This is an optimization exercise on Yosys and OpenROAD, whose aim is small area, not a production implementation. Function was checked by simulation only, so behaviour that the tests miss may differ from the original. No driver is modelled on the clock port, so clock power and skew are understated where the tree is cut down; a real chip needs a root buffer or a tree. Power is estimated from default activity; no workload was simulated.

## run A
// esaxi
module esaxi ( 
   wr_access, wr_packet, rd_access, rd_packet, rr_wait, s_axi_arready,
   s_axi_awready, s_axi_bid, s_axi_bresp, s_axi_bvalid, s_axi_rid,
   s_axi_rdata, s_axi_rlast, s_axi_rresp, s_axi_rvalid, s_axi_wready,
   wr_wait, rd_wait, rr_access, rr_packet, s_axi_aclk, s_axi_aresetn,
   s_axi_arid, s_axi_araddr, s_axi_arburst, s_axi_arcache,
   s_axi_arlock, s_axi_arlen, s_axi_arprot, s_axi_arqos, s_axi_arsize,
   s_axi_arvalid, s_axi_awid, s_axi_awaddr, s_axi_awburst,
   s_axi_awcache, s_axi_awlock, s_axi_awlen, s_axi_awprot,
   s_axi_awqos, s_axi_awsize, s_axi_awvalid, s_axi_bready,
   s_axi_rready, s_axi_wid, s_axi_wdata, s_axi_wlast, s_axi_wstrb,
   s_axi_wvalid
   );
export LEC_CHECK = 0
export ABC_AREA = 1
export CAP_MARGIN = 20
export CORE_MARGIN = 2
export CORE_UTILIZATION = 55
export GPL_TIMING_DRIVEN = 0
export PLACE_DENSITY = 0.85
export SLEW_MARGIN = 20
create_clock -name core_clock -period 10.0 [get_ports {s_axi_aclk}]
standard.sh (not shown) runs the stock make flow with config.mk's settings and CLKGATE_MAP_FILE= SYNTH_SCRIPT=/design/flow/synth_recipe.tcl, a recipe that flattens the netlist after the stock synthesis.
==> flow/flow/run.sh <==
#!/bin/bash
# Standard ORFS layout (bash standard.sh), with these changes to how the layout is made:
#  - synthesis is synth_recipe.tcl unchanged, except that Yosys's abc call maps the
#    logic with flow/area.abc (an area-oriented ABC script) instead of ORFS's script;
#  - constant outputs keep the one tie cell per value that synthesis made
#    (no repair_tie_fanout);
#  - I/O pins may sit one routing track apart (the default is two), so the die
#    can be smaller;
#  - port buffers use the smallest buffer cell (buf_1);
#  - the clock tree is built by flow/cts_manual.tcl (a PRE_CTS hook): groups of at
#    most MY_CTS_MAX_SINKS flip-flops, one clkbuf_8 per group, one clkbuf_8 root
#    driven by the clock port; the rest of the CTS step (legalisation, timing
#    repair) is ORFS's.
# Each ORFS step writes its full log under orfs/logs/; make's output goes to
# standard_flow.log here.
set -euo pipefail
here=$(pwd)
export FLOW_SYNTH_TCL="$here/synth_recipe.tcl"
export MY_ABC_SCRIPT="$here/flow/area.abc"
export REMOVE_ABC_BUFFERS=1
export SKIP_REPAIR_TIE_FANOUT=1
export PLACE_PINS_ARGS="-min_distance 1 -min_distance_in_tracks"
export BUFFER_PORTS_ARGS="-buffer_cell sky130_fd_sc_hd__buf_1"
export PRE_CTS_TCL="$here/flow/cts_manual.tcl"
export MY_CTS_CLOCK=s_axi_aclk
export MY_CTS_LEAF=sky130_fd_sc_hd__clkbuf_8
export MY_CTS_ROOT=sky130_fd_sc_hd__clkbuf_8
export MY_CTS_MAX_SINKS=20
export MY_CTS_MAX_HP_UM=1000
bash standard.sh SYNTH_SCRIPT="$here/flow/synth_wrap.tcl" finish > standard_flow.log 2>&1
==> flow/flow/area.abc <==
strash
dch -f
amap
topo
Other scripts of this flow, unchanged in this note and not shown: flow/flow/cts_manual.tcl, flow/flow/synth_wrap.tcl
Changes in run B relative to run A:
==> flow/flow/area.abc <==
strash
dch
amap
topo
--- outcome ---
- Post-synthesis instance total, run B and run A: lower on run B
- On parity-gate share of the synthesized area counting xor and xnor cells, run B and run A are neck and neck.
- Relative to run A, the worst setup margin of run B is higher by 0.13 ns.
- The final layout from run B, which completed every stage, passed the timing, DRC and antenna checks at the end of the flow.
- | leakage power | run B vs run A | worse |
- Relative to run A, shortest period the worst path allows has gone down in run B.
- Compare run B and run A | total length of routed met2 wires higher: run A
--- input diff run B..run C ---
==> flow/flow/area.abc <==
strash
dch
amap -m
topo
### Flow results
Going from run B to run C, first-pass GRT wire length shrinks by 0.52%.
Combined area of all synthesized cells essentially unchanged between run B and run C.
Compared run B against run C; switching fraction of total power within noise.
Comparing met2 routed wirelength for run C and run B, the smaller number came from run B.
Run C ends up with lower aggregate routed wire length than run B does.
Going from run B to run C, the power share of the combinational group was found to have gone down by 0.2 points.
Max layout multi-input combinational cell count across run C and run B: run B
Comparing run B with run C, the total power came out essentially unchanged.
From run B to run C the numbers moved as follows: register fraction of the total cell area neither gained nor lost much, transition time of the tightest slew-check pin climbed 0.051 ns.
The global-route met2 utilization on run B is in line with that on run C.
No run of this note takes its clock network from TritonCTS; it comes from the design's own scripts or RTL.

## try-zinc
esaxi, a different RTL version from the one above (not shown whole).
Size: roughly 580 I/O pins, about 8400 µm² of cells after synthesis.
==> flow/config.mk <==
export PLATFORM = sky130hd
export DESIGN_NAME = esaxi
export DESIGN_NICKNAME = esaxi
export VERILOG_FILES = /design/flow/design.v
export SDC_FILE = /design/flow/constraint.sdc
export NUM_CORES = 4
export LEC_CHECK = 0
export ABC_AREA = 1
export CAP_MARGIN = 20
export CORE_MARGIN = 2
export CORE_UTILIZATION = 25
export GPL_ROUTABILITY_DRIVEN = 0
export GPL_TIMING_DRIVEN = 0
export PLACE_DENSITY = 0.95
export SLEW_MARGIN = 20
==> flow/constraint.sdc <==
create_clock -name core_clock -period 10.0 [get_ports {s_axi_aclk}]
set_input_delay 2.0000 -clock core_clock [delete_from_list [all_inputs] [get_ports {s_axi_aclk}]]
set_output_delay 2.0000 -clock core_clock [all_outputs]
set_load 0.01 [all_outputs]
==> flow/flow/run.sh <==
#!/bin/bash
# Standard ORFS layout (bash standard.sh) with these changes to how the layout is made:
#  - synthesis is synth_recipe.tcl unchanged, except that Yosys's abc call maps
#    the logic with flow/area.abc (an area-oriented ABC script);
#  - port buffers use the smallest buffer cell (buf_1);
#  - constant outputs keep the one tie cell per value that synthesis made
#    (no repair_tie_fanout);
#  - the clock tree is built by flow/cts_manual.tcl (a PRE_CTS hook): groups of
#    at most MY_CTS_MAX_SINKS flip-flops, one leaf buffer per group, one root
#    buffer; the rest of the CTS step (legalisation, timing repair) is ORFS's.
set -euo pipefail
here=$(pwd)
export FLOW_SYNTH_TCL="$here/synth_recipe.tcl"
export MY_ABC_SCRIPT="$here/flow/area.abc"
export BUFFER_PORTS_ARGS="-buffer_cell sky130_fd_sc_hd__buf_1"
export SKIP_REPAIR_TIE_FANOUT=1
export PRE_CTS_TCL="$here/flow/cts_manual.tcl"
export MY_CTS_CLOCK=s_axi_aclk
export MY_CTS_LEAF=sky130_fd_sc_hd__clkbuf_8
export MY_CTS_ROOT=sky130_fd_sc_hd__clkbuf_8
export MY_CTS_MAX_SINKS=${MY_CTS_MAX_SINKS:-18}
export MY_CTS_MAX_HP_UM=${MY_CTS_MAX_HP_UM:-1000}
bash standard.sh SYNTH_SCRIPT="$here/flow/synth_wrap.tcl" finish > standard_flow.log 2>&1
==> flow/flow/cts_manual.tcl <==
# PRE_CTS hook: build a two-level clock tree by hand, then make the
# clock_tree_synthesis call in cts.tcl a no-op. The flip-flops are split into
# compact groups of at most MY_CTS_MAX_SINKS within a bounding box of at most
# MY_CTS_MAX_HP_UM half-perimeter (recursive cuts across the longer
# side at the sink count's proportion); each group gets a leaf buffer at its
# centre, and one root buffer at the centre of the leaves drives all leaves
# from the clock port.
set cts_max_sinks $::env(MY_CTS_MAX_SINKS)
set db [ord::get_db]
set block [ord::get_db_block]
set leaf_master [$db findMaster $::env(MY_CTS_LEAF)]
set root_master [$db findMaster $::env(MY_CTS_ROOT)]
set clk_net [$block findNet $::env(MY_CTS_CLOCK)]

set sinks {}
foreach it [$clk_net getITerms] {
  set bb [[$it getInst] getBBox]
  lappend sinks [list $it [expr {([$bb xMin] + [$bb xMax]) / 2}] [expr {([$bb yMin] + [$bb yMax]) / 2}]]
}

proc cts_split { sinks maxs maxhp } {
  set n [llength $sinks]
  set xs [lmap s $sinks {lindex $s 1}]
  set ys [lmap s $sinks {lindex $s 2}]
  set w [expr {[tcl::mathfunc::max {*}$xs] - [tcl::mathfunc::min {*}$xs]}]
  set h [expr {[tcl::mathfunc::max {*}$ys] - [tcl::mathfunc::min {*}$ys]}]
  if { $n <= $maxs && $w + $h <= $maxhp } { return [list $sinks] }
  set k [expr {max(2, ($n + $maxs - 1) / $maxs)}]
  set k1 [expr {$k / 2}]
  set axis [expr {$w >= $h ? 1 : 2}]
  set sorted [lsort -integer -index $axis $sinks]
  set n1 [expr {int(round(double($n) * $k1 / $k))}]
  return [concat [cts_split [lrange $sorted 0 [expr {$n1 - 1}]] $maxs $maxhp] \
                 [cts_split [lrange $sorted $n1 end] $maxs $maxhp]]
}

proc cts_place { inst cx cy } {
  set m [$inst getMaster]
  $inst setLocation [expr {$cx - [$m getWidth] / 2}] [expr {$cy - [$m getHeight] / 2}]
  $inst setPlacementStatus PLACED
}

set cts_max_hp [expr {int($::env(MY_CTS_MAX_HP_UM) * [$block getDbUnitsPerMicron])}]
set groups [cts_split $sinks $cts_max_sinks $cts_max_hp]
set root_net [odb::dbNet_create $block "clknet_root"]
$root_net setSigType CLOCK
set i 0
set lx 0
set ly 0
foreach g $groups {
  set cx 0
  set cy 0
  foreach s $g {
    set cx [expr {$cx + [lindex $s 1]}]
    set cy [expr {$cy + [lindex $s 2]}]
  }
  set cx [expr {$cx / [llength $g]}]
  set cy [expr {$cy / [llength $g]}]
  set lx [expr {$lx + $cx}]
  set ly [expr {$ly + $cy}]
  set leaf [odb::dbInst_create $block $leaf_master "clkbuf_leaf_$i"]
  cts_place $leaf $cx $cy
  set net [odb::dbNet_create $block "clknet_leaf_$i"]
  $net setSigType CLOCK
  foreach s $g {
    set it [lindex $s 0]
    $it disconnect
    $it connect $net
  }
  [$leaf findITerm X] connect $net
  [$leaf findITerm A] connect $root_net
  set gx [lmap s $g {lindex $s 1}]
  set gy [lmap s $g {lindex $s 2}]
  set hp [expr {([tcl::mathfunc::max {*}$gx] - [tcl::mathfunc::min {*}$gx] + [tcl::mathfunc::max {*}$gy] - [tcl::mathfunc::min {*}$gy]) / 1000.0}]
  puts "manual CTS: leaf $i with [llength $g] sinks at ($cx, $cy), half-perimeter $hp um"
  incr i
}
set root [odb::dbInst_create $block $root_master "clkbuf_root"]
cts_place $root [expr {$lx / $i}] [expr {$ly / $i}]
[$root findITerm X] connect $root_net
[$root findITerm A] connect $clk_net
$clk_net setSigType CLOCK
puts "manual CTS: $i leaves, root at ([expr {$lx / $i}], [expr {$ly / $i}])"

global_connect
set_propagated_clock [all_clocks]

proc clock_tree_synthesis { args } {
  puts "clock_tree_synthesis skipped: the clock tree was built by cts_manual.tcl"
}
Other scripts of this flow, unchanged in this note and not shown: flow/flow/area.abc, flow/flow/synth_wrap.tcl
Here is what was changed in the inputs of try-pepper compared with try-zinc.
Settings: GPL_ROUTABILITY_DRIVEN no longer set, was 0; PLACE_DENSITY now 0.85, was 0.95; CORE_UTILIZATION now 55, was 25; GPL_TIMING_DRIVEN no longer set, was 0.
--- a/flow/flow/run.sh
+++ b/flow/flow/run.sh
@@ -16,2 +16,3 @@
 export SKIP_REPAIR_TIE_FANOUT=1
+export PLACE_PINS_ARGS="${MY_PLACE_PINS_ARGS:--min_distance 1 -min_distance_in_tracks}"
 export PRE_CTS_TCL="$here/flow/cts_manual.tcl"
- Compared with try-zinc, try-pepper shows final wirelength that has gone down by more than 10%.
- Taking try-zinc as the reference, in try-pepper global routing usage summed across all routing layers rose by 9.1 points, pre-CTS setup slack increased 390 ps, area growth from synthesis to layout -14 points, final non-filler cell area has decreased.
Inputs modified between try-pepper and try-violet:
Settings: changing CORE_UTILIZATION from 55 to 25; setting GPL_ROUTABILITY_DRIVEN to 0 for the first time; setting GPL_TIMING_DRIVEN to 0 for the first time.
--- a/flow/flow/run.sh
+++ b/flow/flow/run.sh
@@ -16,3 +16,2 @@
 export SKIP_REPAIR_TIE_FANOUT=1
-export PLACE_PINS_ARGS="${MY_PLACE_PINS_ARGS:--min_distance 1 -min_distance_in_tracks}"
 export PRE_CTS_TCL="$here/flow/cts_manual.tcl"
==> comparison <==
try-violet — net switching power about 7% higher, try-pepper as reference
The lower shortest period the worst path allows came out of try-pepper.
[compare] base=try-pepper new=try-violet: routed length per placed instance fell by 0.68 µm, internal power contribution rose by 29 µW.
The final reports for try-violet and try-pepper show sequential share of layout area lower in the former.
try-violet vs try-pepper: part of the power in combinational logic up
Here is what was changed in the inputs of try-fjord compared with try-violet.
Settings: clearing GPL_ROUTABILITY_DRIVEN, which used to be 0; clearing GPL_TIMING_DRIVEN, which used to be 0.
--- a/flow/flow/run.sh
+++ b/flow/flow/run.sh
@@ -20,4 +20,4 @@
 export MY_CTS_ROOT=sky130_fd_sc_hd__clkbuf_8
-export MY_CTS_MAX_SINKS=${MY_CTS_MAX_SINKS:-18}
-export MY_CTS_MAX_HP_UM=${MY_CTS_MAX_HP_UM:-1000}
+export MY_CTS_MAX_SINKS=${MY_CTS_MAX_SINKS:-24}
+export MY_CTS_MAX_HP_UM=${MY_CTS_MAX_HP_UM:-60}
 bash standard.sh SYNTH_SCRIPT="$here/flow/synth_wrap.tcl" finish > standard_flow.log 2>&1
## What came out
- try-violet did not stop at any stage, and its layout met the timing, DRC and antenna checks.
- try-fjord did not stop at any stage, and its layout met the timing, DRC and antenna checks.
- Cell count: try-fjord lower than try-violet
- [compare] base=try-violet new=try-fjord: critical path depth closely matched the old numbers; stage delay of the slowest cell on the critical path decreased by 40 ps relative to the old numbers.
- The lower total power of try-violet and try-fjord is in try-violet.
- Internal power of the cells came out higher on try-fjord than on try-violet.
- Changes observed in try-fjord relative to try-violet: post-DP HPWL went down; growth of design area from synthesis to finish went down; final area went down; relative max-transition margin went up.
No run of this note takes its clock network from TritonCTS; it comes from the design's own scripts or RTL.

Starting RTL as in the previous note.
==> flow/design.v (excerpt) <==
module esaxi ( 
   wr_access, wr_packet, rd_access, rd_packet, rr_wait, s_axi_arready,
   s_axi_awready, s_axi_bid, s_axi_bresp, s_axi_bvalid, s_axi_rid,
   s_axi_rdata, s_axi_rlast, s_axi_rresp, s_axi_rvalid, s_axi_wready,
   wr_wait, rd_wait, rr_access, rr_packet, s_axi_aclk, s_axi_aresetn,
   s_axi_arid, s_axi_araddr, s_axi_arburst, s_axi_arcache,
   s_axi_arlock, s_axi_arlen, s_axi_arprot, s_axi_arqos, s_axi_arsize,
   s_axi_arvalid, s_axi_awid, s_axi_awaddr, s_axi_awburst,
   s_axi_awcache, s_axi_awlock, s_axi_awlen, s_axi_awprot,
   s_axi_awqos, s_axi_awsize, s_axi_awvalid, s_axi_bready,
   s_axi_rready, s_axi_wid, s_axi_wdata, s_axi_wlast, s_axi_wstrb,
   s_axi_wvalid
   );
Settings: LEC_CHECK=0, ABC_AREA=1, CAP_MARGIN=20, CORE_MARGIN=2, CORE_UTILIZATION=25, PLACE_DENSITY=0.85, SLEW_MARGIN=20; clock period 10.0 ns.
==> flow/flow/run.sh <==
#!/bin/bash
# Standard ORFS layout (bash standard.sh) with these changes to how the layout is made:
#  - synthesis is synth_recipe.tcl unchanged, except that Yosys's abc call maps
#    the logic with flow/area.abc (an area-oriented ABC script);
#  - port buffers use the smallest buffer cell (buf_1);
#  - constant outputs keep the one tie cell per value that synthesis made
#    (no repair_tie_fanout);
#  - the clock tree uses clkbuf_8 buffers, sink clusters of up to 12 flops
#    within 50 um, and no dummy loads.
set -euo pipefail
here=$(pwd)
export FLOW_SYNTH_TCL="$here/synth_recipe.tcl"
export MY_ABC_SCRIPT="$here/flow/area.abc"
export BUFFER_PORTS_ARGS="-buffer_cell sky130_fd_sc_hd__buf_1"
export SKIP_REPAIR_TIE_FANOUT=1
export CTS_ARGS="-sink_clustering_enable -repair_clock_nets -buf_list sky130_fd_sc_hd__clkbuf_8 -sink_clustering_size 20 -sink_clustering_max_diameter 60 -dont_use_dummy_load"
bash standard.sh SYNTH_SCRIPT="$here/flow/synth_wrap.tcl" finish > standard_flow.log 2>&1
==> flow/flow/area.abc <==
strash
dch
amap
topo
==> flow/flow/synth_wrap.tcl <==
proc abc {args} {
  set i [lsearch -exact $args -script]
  if {$i >= 0 && [info exists ::env(MY_ABC_SCRIPT)] && $::env(MY_ABC_SCRIPT) ne ""} {
    lset args [expr {$i + 1}] $::env(MY_ABC_SCRIPT)
  }
  yosys abc {*}$args
}
source $::env(FLOW_SYNTH_TCL)
Change:
--- a/flow/flow/run.sh
+++ b/flow/flow/run.sh
@@ -14,4 +14,4 @@
 export BUFFER_PORTS_ARGS="-buffer_cell sky130_fd_sc_hd__buf_1"
 export SKIP_REPAIR_TIE_FANOUT=1
-export CTS_ARGS="-sink_clustering_enable -repair_clock_nets -buf_list sky130_fd_sc_hd__clkbuf_8 -sink_clustering_size 20 -sink_clustering_max_diameter 60 -dont_use_dummy_load"
+export CTS_ARGS="-sink_clustering_enable -repair_clock_nets -buf_list sky130_fd_sc_hd__clkbuf_4 sky130_fd_sc_hd__clkbuf_8 sky130_fd_sc_hd__clkbuf_16 -sink_clustering_size 16 -sink_clustering_max_diameter 40 -dont_use_dummy_load"
 bash standard.sh SYNTH_SCRIPT="$here/flow/synth_wrap.tcl" finish > standard_flow.log 2>&1
The new run aborted during 4_1_cts.
Synthesized cell count does not change.
Synthesized area is unchanged.
Change:
--- a/flow/flow/run.sh
+++ b/flow/flow/run.sh
@@ -14,4 +14,4 @@
 export BUFFER_PORTS_ARGS="-buffer_cell sky130_fd_sc_hd__buf_1"
 export SKIP_REPAIR_TIE_FANOUT=1
-export CTS_ARGS="-sink_clustering_enable -repair_clock_nets -buf_list sky130_fd_sc_hd__clkbuf_4 sky130_fd_sc_hd__clkbuf_8 sky130_fd_sc_hd__clkbuf_16 -sink_clustering_size 16 -sink_clustering_max_diameter 40 -dont_use_dummy_load"
+export CTS_ARGS="-sink_clustering_enable -repair_clock_nets -buf_list sky130_fd_sc_hd__clkbuf_8 -sink_clustering_size 12 -sink_clustering_max_diameter 50 -dont_use_dummy_load"
 bash standard.sh SYNTH_SCRIPT="$here/flow/synth_wrap.tcl" finish > standard_flow.log 2>&1
Outcome: Now the flow went through all stages and came out clean. Area after synthesis stays the same. Synthesized cell count does not change.
Change:
--- a/flow/flow/run.sh
+++ b/flow/flow/run.sh
@@ -14,4 +14,4 @@
 export BUFFER_PORTS_ARGS="-buffer_cell sky130_fd_sc_hd__buf_1"
 export SKIP_REPAIR_TIE_FANOUT=1
-export CTS_ARGS="-sink_clustering_enable -repair_clock_nets -buf_list sky130_fd_sc_hd__clkbuf_8 -sink_clustering_size 12 -sink_clustering_max_diameter 50 -dont_use_dummy_load"
+export CTS_ARGS="-sink_clustering_enable -repair_clock_nets -buf_list sky130_fd_sc_hd__clkbuf_8 -sink_clustering_size 20 -sink_clustering_max_diameter 60 -sink_clustering_levels 1 -dont_use_dummy_load"
 bash standard.sh SYNTH_SCRIPT="$here/flow/synth_wrap.tcl" finish > standard_flow.log 2>&1
After rerunning:
- The changed run finished with timing, DRC and antenna clean
- design area is lower slightly
- power is lower by a few percent
- wire length is lower slightly
- cell count is lower slightly
- worst hold slack got worse by 0.044 ns
- non-clock buffer count does not change
- die area does not change
- worst setup slack improved by 0.031 ns

## re-timing with driven ports
In the flow no input, the clock included, has a driving cell. The finished layouts below were timed again as built, in two steps. Step 1 assumes that a clkbuf_16 drives the clock port and a buf_2 every other input. Step 2 moves the port delays by t, midway between the first and last clock arrival at a register: inputs arrive t later, outputs are due t later. That takes back most of the time a late clock gives input paths. Three values: ideal, step 1, step 2; two values: the first two.
run | shift t [ns] | setup WS [ns] | worst register clock-pin slew, ns | pins driven straight from the clock port
run A | 0.478 | 2.176 / 2.159 / 1.681 | 0.12 / 0.12 | 1
run B | 0.479 | 2.305 / 2.290 / 1.811 | 0.12 / 0.12 | 1
run C | 0.485 | 2.134 / 2.130 / 1.644 | 0.12 / 0.12 | 1
try-zinc | 0.522 | 2.032 / 2.043 / 1.521 | 0.13 / 0.13 | 1
try-pepper | 0.486 | 2.276 / 2.263 / 1.777 | 0.11 / 0.11 | 1
try-violet | 0.526 | 1.931 / 1.941 / 1.415 | 0.12 / 0.12 | 1
try-fjord | 0.621 | 2.053 / 2.070 / 1.449 | 0.08 / 0.08 | 1
the first run of note 3 | 0.548 | 2.011 / 2.032 / 1.483 | 0.12 / 0.12 | 1
the third run of note 3 | 0.571 | 1.980 / 2.000 / 1.430 | 0.08 / 0.08 | 1
the fourth run of note 3 | 0.548 | 2.011 / 2.032 / 1.483 | 0.12 / 0.12 | 1
After both steps setup and hold are still met in every run listed. The setup slack of try-fjord, which loses most, moves by +0.017 ns with the drivers and by -0.604 ns with both steps.
